This is an optimization exercise on Yosys and OpenROAD, whose aim is small area, not a production implementation.
RTL that was checked went through simulation tests only; none was proved equivalent to the original.
The clock port is modelled as an ideal driver; clocking choices that lean on that would not hold on a real chip.
Power and IR drop assume default switching activity.

old:
==> flow/design.v (excerpt) <==
module digi_clock ( clk, sw, btn, seg, Led, an );
input clk ;
input [7:0] sw ;
input [3:0] btn ;
output [4:1] Led ;
output [7:0] seg ;
output [3:0] an ;
wire rst  = btn[3] ;
wire load = btn[2] ;
wire hp   = btn[1] ;
wire mp   = btn[0] ;
reg [8:0] t ;
wire tick10 = t[8] & t[7] & t[3] & t[2] & t[1] & t[0] ;    
always @(posedge clk)
  if (rst | tick10) t <= 9'd0 ;
  else              t <= t + 9'd1 ;
wire [1:0] cnt = t[3:2] ;
reg [3:0] d ;
wire d_last = d[3] & d[0] ;             
wire tick1  = tick10 & d[3] & d[0] & ~d[1] ;
always @(posedge clk)
  if (rst)          d <= 4'b1011 ;
  else if (tick10)  d <= d_last ? {3'b000, d[1]} : d + 4'd1 ;
wire blink = d[0] ;
wire [4:0] ren = {sw[4:1], sw[7]} ;
wire em = tick10 & mp ;
wire eh = tick10 & ~mp & hp ;
wire [5:0] rm0, rm1, rm2, rm3, rm4 ;
wire [4:0] rh0, rh1, rh2, rh3, rh4 ;
hm_reg r0 (.clk(clk), .rst(rst), .em(em & ren[0]), .eh(eh & ren[0]), .m(rm0), .h(rh0)) ;
hm_reg r1 (.clk(clk), .rst(rst), .em(em & ren[1]), .eh(eh & ren[1]), .m(rm1), .h(rh1)) ;
hm_reg r2 (.clk(clk), .rst(rst), .em(em & ren[2]), .eh(eh & ren[2]), .m(rm2), .h(rh2)) ;
  ...
==> module digi_clock, before the edit <==
module digi_clock ( clk, sw, btn, seg, Led, an );
input clk ;
input [7:0] sw ;
input [3:0] btn ;
output [4:1] Led ;
output [7:0] seg ;
output [3:0] an ;
wire rst  = btn[3] ;
wire load = btn[2] ;
wire hp   = btn[1] ;
wire mp   = btn[0] ;
reg [8:0] t ;
wire tick10 = t[8] & t[7] & t[3] & t[2] & t[1] & t[0] ;    
always @(posedge clk)
  if (rst | tick10) t <= 9'd0 ;
  else              t <= t + 9'd1 ;
wire [1:0] cnt = t[3:2] ;
reg [3:0] d ;
wire d_last = d[3] & d[0] ;             
wire tick1  = tick10 & d[3] & d[0] & ~d[1] ;
always @(posedge clk)
  if (rst)          d <= 4'b1011 ;
  else if (tick10)  d <= d_last ? {3'b000, d[1]} : d + 4'd1 ;
wire blink = d[0] ;
wire [4:0] ren = {sw[4:1], sw[7]} ;
wire em = tick10 & mp ;
wire eh = tick10 & ~mp & hp ;
wire [5:0] rm0, rm1, rm2, rm3, rm4 ;
wire [4:0] rh0, rh1, rh2, rh3, rh4 ;
hm_reg r0 (.clk(clk), .rst(rst), .em(em & ren[0]), .eh(eh & ren[0]), .m(rm0), .h(rh0)) ;
hm_reg r1 (.clk(clk), .rst(rst), .em(em & ren[1]), .eh(eh & ren[1]), .m(rm1), .h(rh1)) ;
hm_reg r2 (.clk(clk), .rst(rst), .em(em & ren[2]), .eh(eh & ren[2]), .m(rm2), .h(rh2)) ;
hm_reg r3 (.clk(clk), .rst(rst), .em(em & ren[3]), .eh(eh & ren[3]), .m(rm3), .h(rh3)) ;
hm_reg r4 (.clk(clk), .rst(rst), .em(em & ren[4]), .eh(eh & ren[4]), .m(rm4), .h(rh4)) ;
reg [5:0] cs, cm ;
reg [4:0] ch ;
wire s59 = cs[5] & cs[4] & cs[3] & cs[1] & cs[0] ;
wire m59 = cm[5] & cm[4] & cm[3] & cm[1] & cm[0] ;
wire h23 = ch[4] & ch[2] & ch[1] & ch[0] ;
wire ld  = sw[7] & load ;
wire cz  = rst | (tick1 & s59 & m59 & h23) ;
wire lz  = tick1 & ld ;
wire sz  = cz | lz | (tick1 & s59) ;
wire mz  = cz | (tick1 & ~ld & s59 & m59) ;
wire ces = tick1 ;
wire cem = tick1 & s59 ;
wire ceh = tick1 & s59 & m59 ;
wire [5:0] ts = {ces & (&cs[4:0]), ces & (&cs[3:0]), ces & (&cs[2:0]), ces & (&cs[1:0]), ces & cs[0], ces} ;
wire [5:0] tm = {cem & (&cm[4:0]), cem & (&cm[3:0]), cem & (&cm[2:0]), cem & (&cm[1:0]), cem & cm[0], cem} ;
wire [4:0] th = {ceh & (&ch[3:0]), ceh & (&ch[2:0]), ceh & (&ch[1:0]), ceh & ch[0], ceh} ;
always @(posedge clk) begin
  cs <= sz ? 6'd0 : cs ^ ts ;
  cm <= mz ? 6'd0 : lz ? rm0 : cm ^ tm ;
  ch <= cz ? 5'd0 : lz ? rh0 : ch ^ th ;
end
wire any_en = |sw[4:1] ;
wire c0 = ~cnt[1] & ~cnt[0] ;
wire c1 = ~cnt[1] &  cnt[0] ;
wire c2 =  cnt[1] & ~cnt[0] ;
wire c3 =  cnt[1] &  cnt[0] ;
wire e3 =  sw[4] & ~sw[3] & ~sw[2] & ~sw[1] ;
wire e2 = ~sw[4] &  sw[3] & ~sw[2] & ~sw[1] ;
wire e1 = ~sw[4] & ~sw[3] &  sw[2] & ~sw[1] ;
wire k0 = any_en ? ~(e1 | e2 | e3) : c0 ;
wire k1 = any_en ? e1 : c1 ;
wire k2 = any_en ? e2 : c2 ;
wire k3 = any_en ? e3 : c3 ;
wire [5:0] am = ({6{k0}} & rm1) | ({6{k1}} & rm2) | ({6{k2}} & rm3) | ({6{k3}} & rm4) ;
wire [4:0] ah = ({5{k0}} & rh1) | ({5{k1}} & rh2) | ({5{k2}} & rh3) | ({5{k3}} & rh4) ;
wire ring = ~any_en & sw[5] & (blink | ~sw[6]) & (am == cm) & (ah == ch) ;
assign Led[1] = ring & c0 ;
assign Led[2] = ring & c1 ;
assign Led[3] = ring & c2 ;
assign Led[4] = ring & c3 ;
wire dS = sw[7] ;
wire dA = ~sw[7] & any_en ;
wire dC = ~sw[7] & ~any_en ;
wire dSm = dS & ~cnt[1] ;
wire dSh = dS &  cnt[1] ;
wire dAm = dA & ~cnt[1] ;
wire dAh = dA &  cnt[1] ;
wire dCs = dC &  sw[0] & ~cnt[1] ;
wire dCm = dC & (sw[0] ~^ cnt[1]) ;
wire dCh = dC & ~sw[0] &  cnt[1] ;
wire [5:0] v = ({6{dSm}} & rm0) | ({6{dSh}} & {1'b0, rh0}) |
               ({6{dAm}} & am)  | ({6{dAh}} & {1'b0, ah})  |
               ({6{dCs}} & cs)  | ({6{dCm}} & cm) | ({6{dCh}} & {1'b0, ch}) ;
reg [3:0] hex ;
always @(*) begin
  if (cnt[0]) hex = v / 6'd10 ;
  else        hex = v % 6'd10 ;
end
assign an = ~(4'b0001 << cnt) ;
reg [6:0] sg ;
always @(*)
  case (hex)
    4'd1: sg = 7'b1111001 ;
    4'd2: sg = 7'b0100100 ;
    4'd3: sg = 7'b0110000 ;
    4'd4: sg = 7'b0011001 ;
    4'd5: sg = 7'b0010010 ;
    4'd6: sg = 7'b0000010 ;
    4'd7: sg = 7'b1111000 ;
    4'd8: sg = 7'b0000000 ;
    4'd9: sg = 7'b0010000 ;
    default: sg = 7'b1000000 ;
  endcase
assign seg = {1'b1, sg} ;
endmodule
clock: 10.0 ns
lec_check: 0
abc_area: 1
cap_margin: 20
core_margin: 2
core_utilization: 70
slew_margin: 20
standard.sh (not shown) runs the stock make flow with config.mk's settings and CLKGATE_MAP_FILE= SYNTH_SCRIPT=/design/flow/synth_recipe.tcl, a recipe that flattens the netlist after the stock synthesis.
==> flow/flow/run.sh <==
#!/bin/bash
# Layout flow: the standard ORFS flow (standard.sh), with these changes:
#  - synthesis maps the logic with area-oriented ABC scripts in place of
#    ORFS's delay-oriented one: it synthesizes once with each of
#    flow/abc*.script and keeps the script whose netlist has the smallest
#    cell area (ties: the first). Adders are not mapped to half/full-adder
#    cells (ADDER_MAP_FILE empty). The registers are mapped by dfflibmap
#    before ABC runs, exactly as in the standard synthesis, so they keep
#    their names and cells;
#  - the port buffers are the smallest buffer cell (buf_1);
set -euo pipefail
here=$(pwd)
cts_args=$(cat "$here/flow/cts_args")
stat_file="$here/orfs/reports/sky130hd/digi_clock/base/synth_stat.txt"
best=""; best_area=""
for s in "$here"/flow/abc*.script; do
  n=$(basename "$s" .script)
  rm -rf "$here/scripts_abc" "$here/orfs"
  cp -r "$FLOW_HOME/scripts" "$here/scripts_abc"
  cp "$s" "$here/scripts_abc/abc_area.script"
  bash standard.sh SCRIPTS_DIR="$here/scripts_abc" ABC_AREA=1 ADDER_MAP_FILE= \
    synth > "$here/flow_make_synth_$n.log" 2>&1 || continue
  a=$(awk '/Chip area for module/{print $NF}' "$stat_file" | tail -1)
  echo "$n $a" >> "$here/synth_areas.txt"
  if [[ -z "$best" ]] || awk -v a="$a" -v b="$best_area" 'BEGIN{exit !(a < b)}'; then
    best="$s"; best_area="$a"
  fi
done
echo "chosen: $(basename "$best") $best_area" >> "$here/synth_areas.txt"
rm -rf "$here/scripts_abc" "$here/orfs"
cp -r "$FLOW_HOME/scripts" "$here/scripts_abc"
cp "$best" "$here/scripts_abc/abc_area.script"
bash standard.sh SCRIPTS_DIR="$here/scripts_abc" ABC_AREA=1 ADDER_MAP_FILE= \
  BUFFER_PORTS_ARGS="-buffer_cell sky130_fd_sc_hd__buf_1" \
  CTS_ARGS="$cts_args" POST_CTS_TCL="$here/flow/post_cts.tcl" finish > "$here/flow_make.log" 2>&1
Other scripts of this flow, unchanged in this note and not shown: flow/flow/abc1.script, flow/flow/abc2.script, flow/flow/abc3.script, flow/flow/abc4.script, flow/flow/abc5.script, flow/flow/abc6.script, flow/flow/abc7.script, flow/flow/abc8.script, flow/flow/abc9.script, flow/flow/cts_args, flow/flow/post_cts.tcl
Having completed the whole flow, old delivered a layout that passed the timing, design-rule and antenna checks.
The inputs of new differ from those of old as listed below.
--- a/flow/design.v
+++ b/flow/design.v
@@ -85,13 +85,11 @@
 wire dCh = dC & ~sw[0] &  cnt[1] ;
 wire [5:0] v = ({6{dSm}} & rm0) | ({6{dSh}} & {1'b0, rh0}) |
                ({6{dAm}} & am)  | ({6{dAh}} & {1'b0, ah})  |
                ({6{dCs}} & cs)  | ({6{dCm}} & cm) | ({6{dCh}} & {1'b0, ch}) ;
-reg [3:0] hex ;
-always @(*) begin
-  if (cnt[0]) hex = v / 6'd10 ;
-  else        hex = v % 6'd10 ;
-end
+wire [2:0] tens  = v / 6'd10 ;
+wire [5:0] units = v - {tens, 3'b000} - {2'b00, tens, 1'b0} ;
+wire [3:0] hex = cnt[0] ? {1'b0, tens} : units[3:0] ;
 assign an = ~(4'b0001 << cnt) ;
 reg [6:0] sg ;
 always @(*)
   case (hex)
## What came out
Between new and old, area of all placed cells without fillers is higher for new, old comes in under that. Taking old as the reference point, the instance count on the critical path of new rises by 14%. Looking only at peak supply drop, and setting everything else aside, the higher value of new and old goes to old. [new vs old] core utilization: higher in new. Between new and old, the area of the mapped netlist does not differ in any meaningful way. Diff old -> new: register share of the cell area now sits at about the same level; layout-stage area growth over the synthesis result now sits higher. Sort new and old by count of cell types in the netlist, ascending, and new comes first. Per the comparison of new with old, simple-gate share of the synthesized area ~0 delta, total power went up, share of the clock period used by the worst path after layout higher, initial core utilization down 0.20 points, cell-internal power rose about 1.2%. Compared old against new; wire length of the first global-routing pass within noise.
The RTL of new was laid out without a check of its function.

port drivers added, routing unchanged:
How much do the figures lean on ideal ports? The routed layouts below were timed once more, with nothing changed but the port constraints. Step 1: set_driving_cell puts a clkbuf_16 on clk and a buf_2 on each other input, an assumption about the parent block. Step 2 moves the port delays by t, midway between the first and last clock arrival at a register: inputs arrive t later, outputs are due t later. That takes back most of the time a late clock gives input paths. Three values: ideal, step 1, step 2; two values: the first two.
run | t, ns | setup WS [ns] | worst hold slack (ns)
old | 0.815 | 1.247 / 1.225 / 1.225 | 0.475 / 0.475 / 0.475
new | 0.797 | 0.740 / 0.719 / 0.719 | 0.474 / 0.474 / 0.474
After both steps setup and hold are still met in every run listed. For old, which loses most, drivers alone change the setup slack by -0.022 ns; drivers and shift together by -0.022 ns.
